Background: an optimization exercise with open tools, aiming at small area and a short achievable clock period. Do not read the settings as production practice. Where RTL was checked, it was by simulation tests only, not by an equivalence proof against the original. Power and IR drop assume default switching activity.

// fp16
module fp16(
	input clk_50,reset_50,
	input [15:0] x_50,y_50,
	output [15:0] m_50,a_50
	);
export LEC_CHECK = 0
export CAP_MARGIN = 20
export CORE_MARGIN = 2
export CORE_UTILIZATION = 40
export CTS_BUF_LIST = sky130_fd_sc_hd__clkbuf_4 sky130_fd_sc_hd__clkbuf_8
export PLACE_DENSITY = 0.6
export SETUP_SLACK_MARGIN = 2.5
export SLEW_MARGIN = 20
export SYNTH_HIERARCHICAL = 1
export SYNTH_MINIMUM_KEEP_SIZE = 0
create_clock -name core_clock -period 6.0 [get_ports {clk_50}]
standard.sh (not shown) runs the stock make flow with config.mk's settings and CLKGATE_MAP_FILE= SYNTH_SCRIPT=/design/flow/synth_recipe.tcl, a recipe that flattens the netlist after the stock synthesis.
==> flow/flow/run.sh <==
#!/bin/bash
set -e
export BUFFER_PORTS_ARGS="-buffer_cell sky130_fd_sc_hd__buf_1"
export CTS_ARGS="-sink_clustering_enable -repair_clock_nets -dont_use_dummy_load -sink_clustering_size 100 -sink_clustering_max_diameter 1000 -buf_list {sky130_fd_sc_hd__clkbuf_16}"
bash standard.sh > standard.log 2>&1
Edit:
==> flow/flow/run.sh (replaced) <==
#!/bin/bash
set -e
export BUFFER_PORTS_ARGS="-buffer_cell sky130_fd_sc_hd__buf_1"
export CTS_ARGS="-repair_clock_nets -dont_use_dummy_load -buf_list {sky130_fd_sc_hd__clkbuf_8 sky130_fd_sc_hd__clkbuf_16}"
bash standard.sh > standard.log 2>&1
The changed run passed the timing, DRC and antenna checks.
Hold slack is unchanged.
Critical path depth is unchanged.
Worst setup slack stays the same.
Register-to-register slack is about the same.
Die area is unchanged.
Power stays the same.
No functional check of the RTL was part of any run of this note.


JK:
fp16, a different RTL version from the one above (not shown whole).
Size in the first run: ~490 cells after synthesis, ~66 I/O pins, ~5300 um2 of cells after synthesis.
Settings: LEC_CHECK=0, CAP_MARGIN=20, CORE_MARGIN=2, CORE_UTILIZATION=40, CTS_BUF_LIST=sky130_fd_sc_hd__clkbuf_4 sky130_fd_sc_hd__clkbuf_8, PLACE_DENSITY=0.6, SETUP_SLACK_MARGIN=3.0, SLEW_MARGIN=20, SYNTH_HIERARCHICAL=1, SYNTH_MINIMUM_KEEP_SIZE=0; clock period 6.0 ns.
==> flow/flow/run.sh <==
#!/bin/bash
set -e
export BUFFER_PORTS_ARGS="-buffer_cell sky130_fd_sc_hd__buf_1"
export CTS_ARGS="-sink_clustering_enable -repair_clock_nets -dont_use_dummy_load -buf_list {sky130_fd_sc_hd__clkbuf_4 sky130_fd_sc_hd__clkbuf_8}"
bash standard.sh > standard.log 2>&1
What MS does differently from JK at the input level:
--- a/flow/config.mk
+++ b/flow/config.mk
@@ -13 +13 @@
-export SETUP_SLACK_MARGIN = 3.0
+export SETUP_SLACK_MARGIN = 3.5
==> run summary <==
- MS went all the way through synthesis, placement and routing and the layout is clean on timing, DRC and antenna.
- JK ended up with m_50[14] as its worst setup path endpoint; MS ended up with m_50[13].
- Number of cells on the critical path in MS is 1 above JK.
- In terms of maximum frequency, JK and MS differ only marginally.
- MS vs JK on layout buffer count excluding clock buffers: MS is the higher one.
- As far as die area is concerned, MS and JK perform about the same.
- On storage element area, JK and MS are basically level.
- Route | MS vs JK | wire longer in MS
Function was not checked in any run of this note: the RTL went through the layout flow alone.


Setup of job 4489:
Another version of the RTL of fp16 (not shown whole).
For scale: roughly 520 cells after synthesis, about 73 flip-flops, about 5400 um2 of cells after synthesis.
clock: 6.0 ns
lec_check: 0
cap_margin: 20
core_margin: 2
core_utilization: 40
cts_buf_list: sky130_fd_sc_hd__clkbuf_4 sky130_fd_sc_hd__clkbuf_8
place_density: 0.6
setup_slack_margin: 2.5
slew_margin: 20
synth_hierarchical: 1
synth_minimum_keep_size: 0
==> flow/flow/run.sh <==
#!/bin/bash
set -e
export BUFFER_PORTS_ARGS="-buffer_cell sky130_fd_sc_hd__buf_1"
export CTS_ARGS="-sink_clustering_enable -repair_clock_nets -dont_use_dummy_load -buf_list {sky130_fd_sc_hd__clkbuf_4 sky130_fd_sc_hd__clkbuf_8}"
export RECOVER_POWER=50
bash standard.sh > standard.log 2>&1
The following lists how job 6763 was set up differently from job 4489:
- swapping 40 for 50 in CORE_UTILIZATION
Notes after the runs:
On wire length, job 4489 and job 6763 are basically level. In the flow results for job 4489 and job 6763, the area taken by multi-input logic gates is larger on job 4489. On final-layout clock-cell area share, job 6763 tracks job 4489 almost exactly. NOTE number of placed instances with taps included job 4489->job 6763 decreased by a few percent. From job 4489 to job 6763 the numbers moved as follows: design area down about 0.9%; clock power down about 2%.
The following lists how job 7369 was set up differently from job 6763:
- CORE_UTILIZATION: 50 -> 40
==> flow/flow/run.sh <==
#!/bin/bash
set -e
export BUFFER_PORTS_ARGS="-buffer_cell sky130_fd_sc_hd__buf_1"
export CTS_ARGS="-sink_clustering_enable -repair_clock_nets -dont_use_dummy_load -buf_list {sky130_fd_sc_hd__clkbuf_4 sky130_fd_sc_hd__clkbuf_8}"
export RECOVER_POWER=70
bash standard.sh > standard.log 2>&1
==> run summary <==
Summary of job 7369 over job 6763: maximum frequency lost 6.6%, power lost 0.82%. Diff job 7369..job 6763 | area growth from synthesis to layout | negligible. For die area, dividing the value from job 7369 by the value from job 6763 gives 1.2. Taking job 6763 as the reference, in job 7369 critical path depth has remained practically unchanged, total length of routed met3 wires has decreased.


Another version of the RTL of fp16 (not shown whole).
Size in the first run: roughly 60 flip-flops, ~66 I/O pins, ~0.0055 mm2 of cells after synthesis.
==> flow/config.mk <==
export PLATFORM = sky130hd
export DESIGN_NAME = fp16
export DESIGN_NICKNAME = fp16
export VERILOG_FILES = /design/flow/design.v
export SDC_FILE = /design/flow/constraint.sdc
export NUM_CORES = 4
export LEC_CHECK = 0
export CAP_MARGIN = 20
export CORE_MARGIN = 2
export CORE_UTILIZATION = 40
export CTS_BUF_LIST = sky130_fd_sc_hd__clkbuf_4 sky130_fd_sc_hd__clkbuf_8
export PLACE_DENSITY = 0.6
export SETUP_SLACK_MARGIN = 2.0
export SLEW_MARGIN = 20
export SYNTH_HIERARCHICAL = 1
export SYNTH_MINIMUM_KEEP_SIZE = 0
==> flow/constraint.sdc <==
create_clock -name core_clock -period 6.0 [get_ports {clk_50}]
set_input_delay 1.2000 -clock core_clock [delete_from_list [all_inputs] [get_ports {clk_50}]]
set_output_delay 1.2000 -clock core_clock [all_outputs]
set_load 0.01 [all_outputs]
==> flow/flow/run.sh <==
#!/bin/bash
set -e
export BUFFER_PORTS_ARGS="-buffer_cell sky130_fd_sc_hd__buf_1"
bash standard.sh > standard.log 2>&1
==> next run, changes <==
--- a/flow/config.mk
+++ b/flow/config.mk
@@ -11,5 +11,5 @@
 export CTS_BUF_LIST = sky130_fd_sc_hd__clkbuf_4 sky130_fd_sc_hd__clkbuf_8
 export PLACE_DENSITY = 0.6
-export SETUP_SLACK_MARGIN = 2.0
+export SETUP_SLACK_MARGIN = 1.5
 export SLEW_MARGIN = 20
 export SYNTH_HIERARCHICAL = 1
- The new run finished with timing, DRC and antenna clean
- cell area came out lower by 3.1%
- clock-buffer cell count goes down by 1
- clock skew hardly moves
- die area stays the same
- global-route usage went down by 0.69 points
- critical path depth decreases by 1
- combinational power went down by 7.7%
- via count shrinks by 0.68%
- flip-flop and latch count is unchanged
==> next run, changes <==
==> flow/run.sh (new file) <==
#!/bin/bash
# synth_recipe.tcl (not shown) runs the flow's synth.tcl, then flattens the netlist and writes it again
# the make line also repeats each setting of config.mk as NAME=value (left out here)
make -C /OpenROAD-flow-scripts/flow DESIGN_CONFIG=/design/flow/config.mk WORK_HOME=/design/flow/orfs CLKGATE_MAP_FILE= SYNTH_SCRIPT=/design/flow/synth_recipe.tcl finish
--- a/flow/config.mk
+++ b/flow/config.mk
@@ -9,7 +9,6 @@
 export CORE_MARGIN = 2
 export CORE_UTILIZATION = 40
-export CTS_BUF_LIST = sky130_fd_sc_hd__clkbuf_4 sky130_fd_sc_hd__clkbuf_8
 export PLACE_DENSITY = 0.6
-export SETUP_SLACK_MARGIN = 1.5
+export SETUP_SLACK_MARGIN = 2.5
 export SLEW_MARGIN = 20
 export SYNTH_HIERARCHICAL = 1
removed: flow/flow/run.sh
removed: flow/standard.sh
=> Total power came out higher by 29%. Worst hold slack improved by 0.011 ns. Worst setup slack got worse by 0.026 ns. Utilization rose by 8.0 points. Cell count goes up by 3.5%. First-iteration DRC count grows by 12%. Via count went up by about 5%. Global-route usage rises by 1.2 points. Flip-flop and latch count is unchanged. Design area rose by about 17%. Routed wire length is higher by about 8%.
==> next run, changes <==
==> flow/flow/run.sh (new file) <==
#!/bin/bash
set -e
export BUFFER_PORTS_ARGS="-buffer_cell sky130_fd_sc_hd__buf_1"
bash standard.sh > standard.log 2>&1
==> flow/standard.sh (new file) <==
#!/bin/bash
# synth_recipe.tcl (not shown) runs the flow's synth.tcl, then flattens the netlist and writes it again
# the make line also repeats each setting of config.mk as NAME=value (left out here)
make -C /OpenROAD-flow-scripts/flow DESIGN_CONFIG=/design/flow/config.mk WORK_HOME=/design/flow/orfs CLKGATE_MAP_FILE= SYNTH_SCRIPT=/design/flow/synth_recipe.tcl "${@:-finish}"
--- a/flow/config.mk
+++ b/flow/config.mk
@@ -9,4 +9,5 @@
 export CORE_MARGIN = 2
 export CORE_UTILIZATION = 40
+export CTS_BUF_LIST = sky130_fd_sc_hd__clkbuf_4 sky130_fd_sc_hd__clkbuf_8
 export PLACE_DENSITY = 0.6
 export SETUP_SLACK_MARGIN = 2.5
removed: flow/run.sh
The changed run passed the timing, DRC and antenna checks.
Global-route usage came out lower by 0.54 points.
Final area came out lower by 11%.
Area after synthesis does not change.
Utilization came out lower by 6.4 points.
Fmax came out higher by 1.4%.
Die area does not change.
Flip-flop and latch count is unchanged.
==> next run, changes <==
==> flow/run.sh (new file) <==
#!/bin/bash
# synth_recipe.tcl (not shown) runs the flow's synth.tcl, then flattens the netlist and writes it again
# the make line also repeats each setting of config.mk as NAME=value (left out here)
make -C /OpenROAD-flow-scripts/flow DESIGN_CONFIG=/design/flow/config.mk WORK_HOME=/design/flow/orfs CLKGATE_MAP_FILE= SYNTH_SCRIPT=/design/flow/synth_recipe.tcl finish
--- a/flow/config.mk
+++ b/flow/config.mk
@@ -9,7 +9,5 @@
 export CORE_MARGIN = 2
 export CORE_UTILIZATION = 40
-export CTS_BUF_LIST = sky130_fd_sc_hd__clkbuf_4 sky130_fd_sc_hd__clkbuf_8
 export PLACE_DENSITY = 0.6
-export SETUP_SLACK_MARGIN = 2.5
 export SLEW_MARGIN = 20
 export SYNTH_HIERARCHICAL = 1
removed: flow/flow/run.sh
removed: flow/standard.sh
After rerunning: Die area does not change; clock-buffer cell count does not change; clock power climbs by about 24%; non-clock buffer count drops by 25; cell area drops by about 2%; sequential share of layout area drops by 0.42 points; first-iteration DRC count climbs by 3.1%; utilization drops by 0.95 points; global-route usage drops by 1.1 points; power drops by about 14%.
No run of this note included a check of the RTL's function; only the layout flow was run.


## job 1017
RTL: one of the versions met above, not the one the previous note started from.
For scale: ~73 flip-flops, about 66 I/O pins.
clock: 6.0 ns
lec_check: 0
cap_margin: 20
core_margin: 2
core_utilization: 40
cts_buf_list: sky130_fd_sc_hd__clkbuf_4 sky130_fd_sc_hd__clkbuf_8
place_density: 0.6
setup_slack_margin: 2.5
slew_margin: 20
synth_hierarchical: 1
synth_minimum_keep_size: 0
==> flow/flow/run.sh <==
#!/bin/bash
set -e
export BUFFER_PORTS_ARGS="-buffer_cell sky130_fd_sc_hd__buf_1"
export CTS_ARGS="-sink_clustering_enable -repair_clock_nets -dont_use_dummy_load -sink_clustering_size 30 -sink_clustering_max_diameter 80 -buf_list {sky130_fd_sc_hd__clkbuf_4 sky130_fd_sc_hd__clkbuf_8}"
export RECOVER_POWER=50
bash standard.sh > standard.log 2>&1
--- input diff job 1017..job 4284 ---
Settings: PLACE_DENSITY: 0.6 -> 0.7; CORE_UTILIZATION: 40 -> 60.
==> flow/flow/run.sh <==
#!/bin/bash
set -e
export BUFFER_PORTS_ARGS="-buffer_cell sky130_fd_sc_hd__buf_1"
export CTS_ARGS="-sink_clustering_enable -repair_clock_nets -dont_use_dummy_load -buf_list {sky130_fd_sc_hd__clkbuf_4 sky130_fd_sc_hd__clkbuf_8}"
bash standard.sh > standard.log 2>&1
==> run summary <==
Any difference in power of the sequential group between job 1017 and job 4284 is small enough to ignore.
On non-clock buffer count: between job 4284 and job 1017, it ends up lower for job 1017.
Job 4284 against job 1017; final standard cell area without fillers is down slightly.
Job 4284 reports a higher delay of the slowest cell on the worst path than job 1017 does.
Summary of job 4284 over job 1017: period utilization saw little to no change; achievable frequency barely changed; first-pass GRT wire length grew by 100 um; initial core utilization now larger; fraction of area in clock buffers and inverters barely changed.
Comparing job 4284 and job 1017, routability-driven placement congestion ratio is higher on job 4284.


Starting RTL as in the previous note.
clock: 6.0 ns
lec_check: 0
cap_margin: 20
core_margin: 2
core_utilization: 40
cts_buf_list: sky130_fd_sc_hd__clkbuf_4 sky130_fd_sc_hd__clkbuf_8
place_density: 0.6
setup_slack_margin: 2.5
slew_margin: 20
synth_hierarchical: 1
synth_minimum_keep_size: 0
==> flow/flow/run.sh <==
#!/bin/bash
set -e
export BUFFER_PORTS_ARGS="-buffer_cell sky130_fd_sc_hd__buf_1"
export CTS_ARGS="-sink_clustering_enable -repair_clock_nets -dont_use_dummy_load -buf_list {sky130_fd_sc_hd__clkbuf_2 sky130_fd_sc_hd__clkbuf_4}"
export RECOVER_POWER=50
bash standard.sh > standard.log 2>&1
Rerun with:
==> flow/flow/run.sh (replaced) <==
#!/bin/bash
set -e
export BUFFER_PORTS_ARGS="-buffer_cell sky130_fd_sc_hd__buf_1"
export CTS_ARGS="-sink_clustering_enable -repair_clock_nets -dont_use_dummy_load -buf_list {sky130_fd_sc_hd__clkbuf_4 sky130_fd_sc_hd__clkbuf_8}"
export RECOVER_POWER=50
bash standard.sh > standard.log 2>&1
GPL_ROUTABILITY_DRIVEN = 0   (was not set)
Clock skew went down by 0.026 ns; total power went up by 1.0%; via count went up by 0.39%; non-clock buffer count is unchanged; setup slack degrades by 0.78 ns; die area is unchanged; wire length went down by 1.0%; sequential cell count is unchanged; count of clock-buffer cells in the layout stays the same; cell area went up by 0.43%.
Rerun with:
==> flow/flow/run.sh (replaced) <==
#!/bin/bash
set -e
export BUFFER_PORTS_ARGS="-buffer_cell sky130_fd_sc_hd__buf_1"
export CTS_ARGS="-sink_clustering_enable -repair_clock_nets -dont_use_dummy_load -buf_list {sky130_fd_sc_hd__clkbuf_4}"
export RECOVER_POWER=50
bash standard.sh > standard.log 2>&1
GPL_ROUTABILITY_DRIVEN = not set   (was 0)
Clock power came out lower by 24%; routed wire length came out higher by 1.1%; design area came out lower by 0.43%.
Rerun with:
==> flow/flow/run.sh (replaced) <==
#!/bin/bash
set -e
export BUFFER_PORTS_ARGS="-buffer_cell sky130_fd_sc_hd__buf_1"
export CTS_ARGS="-sink_clustering_enable -repair_clock_nets -dont_use_dummy_load -buf_list {sky130_fd_sc_hd__clkbuf_4 sky130_fd_sc_hd__clkbuf_8}"
export RECOVER_POWER=50
bash standard.sh synth > synth.log 2>&1
openroad -no_init -exit flow/downsize.tcl > downsize.log 2>&1
bash standard.sh > standard.log 2>&1
==> flow/flow/downsize.tcl (new file) <==
# Swap a21oi_2 instances of the synthesized netlist for a21oi_1.
set f orfs/results/sky130hd/fp16/base/1_synth.odb
read_db $f
set db [ord::get_db]
set small [$db findMaster sky130_fd_sc_hd__a21oi_1]
set n 0
foreach inst [[ord::get_db_block] getInsts] {
  if {[[$inst getMaster] getName] eq "sky130_fd_sc_hd__a21oi_2"} {
    $inst swapMaster $small
    incr n
  }
}
puts "swapped $n a21oi_2 to a21oi_1"
write_db $f
Die area shrinks by 1.1%; fmax fell by 9.0%; first-iteration DRC count went up by 64%; count of clock-buffer cells in the layout is unchanged; core utilization fell by 0.23 points; total power fell by 1.2%; hold slack is worse by 0.0083 ns; setup slack got worse by 0.34 ns; design area is lower by 0.92%.
Rerun with:
==> flow/flow/run.sh (replaced) <==
#!/bin/bash
set -e
export BUFFER_PORTS_ARGS="-buffer_cell sky130_fd_sc_hd__buf_1"
export CTS_ARGS="-sink_clustering_enable -repair_clock_nets -dont_use_dummy_load -buf_list {sky130_fd_sc_hd__clkbuf_4 sky130_fd_sc_hd__clkbuf_8}"
export RECOVER_POWER=30
bash standard.sh > standard.log 2>&1
removed: flow/flow/downsize.tcl
What happened:
- worst hold slack barely changes
- cell count hardly moves
- core utilization came out higher by 0.88 points
- via count hardly moves
- fmax came out higher by 11%
- global-route usage came out lower by 0.17 points
- cell area came out higher by 2.4%
- setup slack improves by 0.39 ns
- total power came out higher by 6.8%
- clock skew came out lower by 0.0095 ns
Rerun with:
==> flow/flow/run.sh (replaced) <==
#!/bin/bash
set -e
export BUFFER_PORTS_ARGS="-buffer_cell sky130_fd_sc_hd__buf_1"
export CTS_ARGS="-sink_clustering_enable -repair_clock_nets -dont_use_dummy_load -buf_list {sky130_fd_sc_hd__clkbuf_4 sky130_fd_sc_hd__clkbuf_8}"
bash standard.sh > standard.log 2>&1
ABC_AREA = 1   (was not set)
Cell area went up by a little under a tenth.
Die area rose by roughly a tenth.
Synthesized area went up by roughly a tenth.
Sequential share of layout area shrinks by 2.3 points.
Flip-flop and latch count does not change.
Critical path depth drops by 2.
Power decreases by a few percent.
Maximum frequency went down slightly.

## afterwards: timing with drivers on the ports
Ports are ideal in the flow. The routed layouts listed here were re-timed in OpenROAD. Step 1, drivers: a clkbuf_16 drives clk_50 and a buf_2 each remaining input, both assumed. Step 2 also shifts input and output timing later by t, the mid clock arrival at the registers, as if the neighbouring blocks saw the same clock. Three values: no drivers, after step 1, after step 2; two values: the first two.
run	shift t [ns]	setup WS [ns]	hold slack, ns	worst setup path after step 2	pins driven straight from the clock port
the first run of note 1	0.345	2.647 / 2.616 / 2.649	0.323 / 0.323 / 0.323	register to register	1
the second run of note 1	0.345	2.647 / 2.616 / 2.649	0.323 / 0.323 / 0.323	register to register	1
JK	0.385	2.675 / 2.646 / 2.864	0.326 / 0.326 / 0.326	register to register	1
MS	0.368	2.667 / 2.636 / 2.836	0.325 / 0.325 / 0.325	register to register	1
job 4489	0.358	2.629 / 2.629 / 2.629	0.330 / 0.330 / 0.330	register to register	1
job 6763	0.350	2.254 / 2.220 / 2.570	0.309 / 0.309 / 0.309	register to output	1
job 7369	0.358	1.989 / 1.962 / 2.320	0.330 / 0.330 / 0.330	register to output	1
the first run of note 4	0.399	1.573 / 1.573 / 1.573	0.403 / 0.403 / 0.403	register to register	1
the second run of note 4	0.396	1.537 / 1.537 / 1.537	0.400 / 0.400 / 0.400	register to register	1
the third run of note 4	0.374	1.511 / 1.511 / 1.511	0.411 / 0.411 / 0.411	register to register	1
the fourth run of note 4	0.399	1.573 / 1.573 / 1.573	0.403 / 0.403 / 0.403	register to register	1
the fifth run of note 4	0.379	0.799 / 0.799 / 0.799	0.392 / 0.392 / 0.392	register to register	1
job 1017	0.358	2.629 / 2.629 / 2.629	0.330 / 0.330 / 0.330	register to register	1
job 4284	0.360	2.631 / 2.631 / 2.631	0.315 / 0.315 / 0.315	register to register	1
the first run of note 6	0.419	2.586 / 2.559 / 2.611	0.339 / 0.339 / 0.339	register to register	1
the second run of note 6	0.367	1.803 / 1.770 / 2.137	0.317 / 0.317 / 0.317	register to output	1
the third run of note 6	0.419	2.586 / 2.559 / 2.611	0.339 / 0.339 / 0.339	register to register	1
the fourth run of note 6	0.370	2.247 / 2.218 / 2.588	0.330 / 0.330 / 0.330	register to output	1
the fifth run of note 6	0.357	2.633 / 2.633 / 2.633	0.330 / 0.330 / 0.330	register to register	1
the sixth run of note 6	0.389	2.620 / 2.620 / 2.620	0.328 / 0.328 / 0.328	register to register	1
After both steps setup and hold are still met in every run listed.
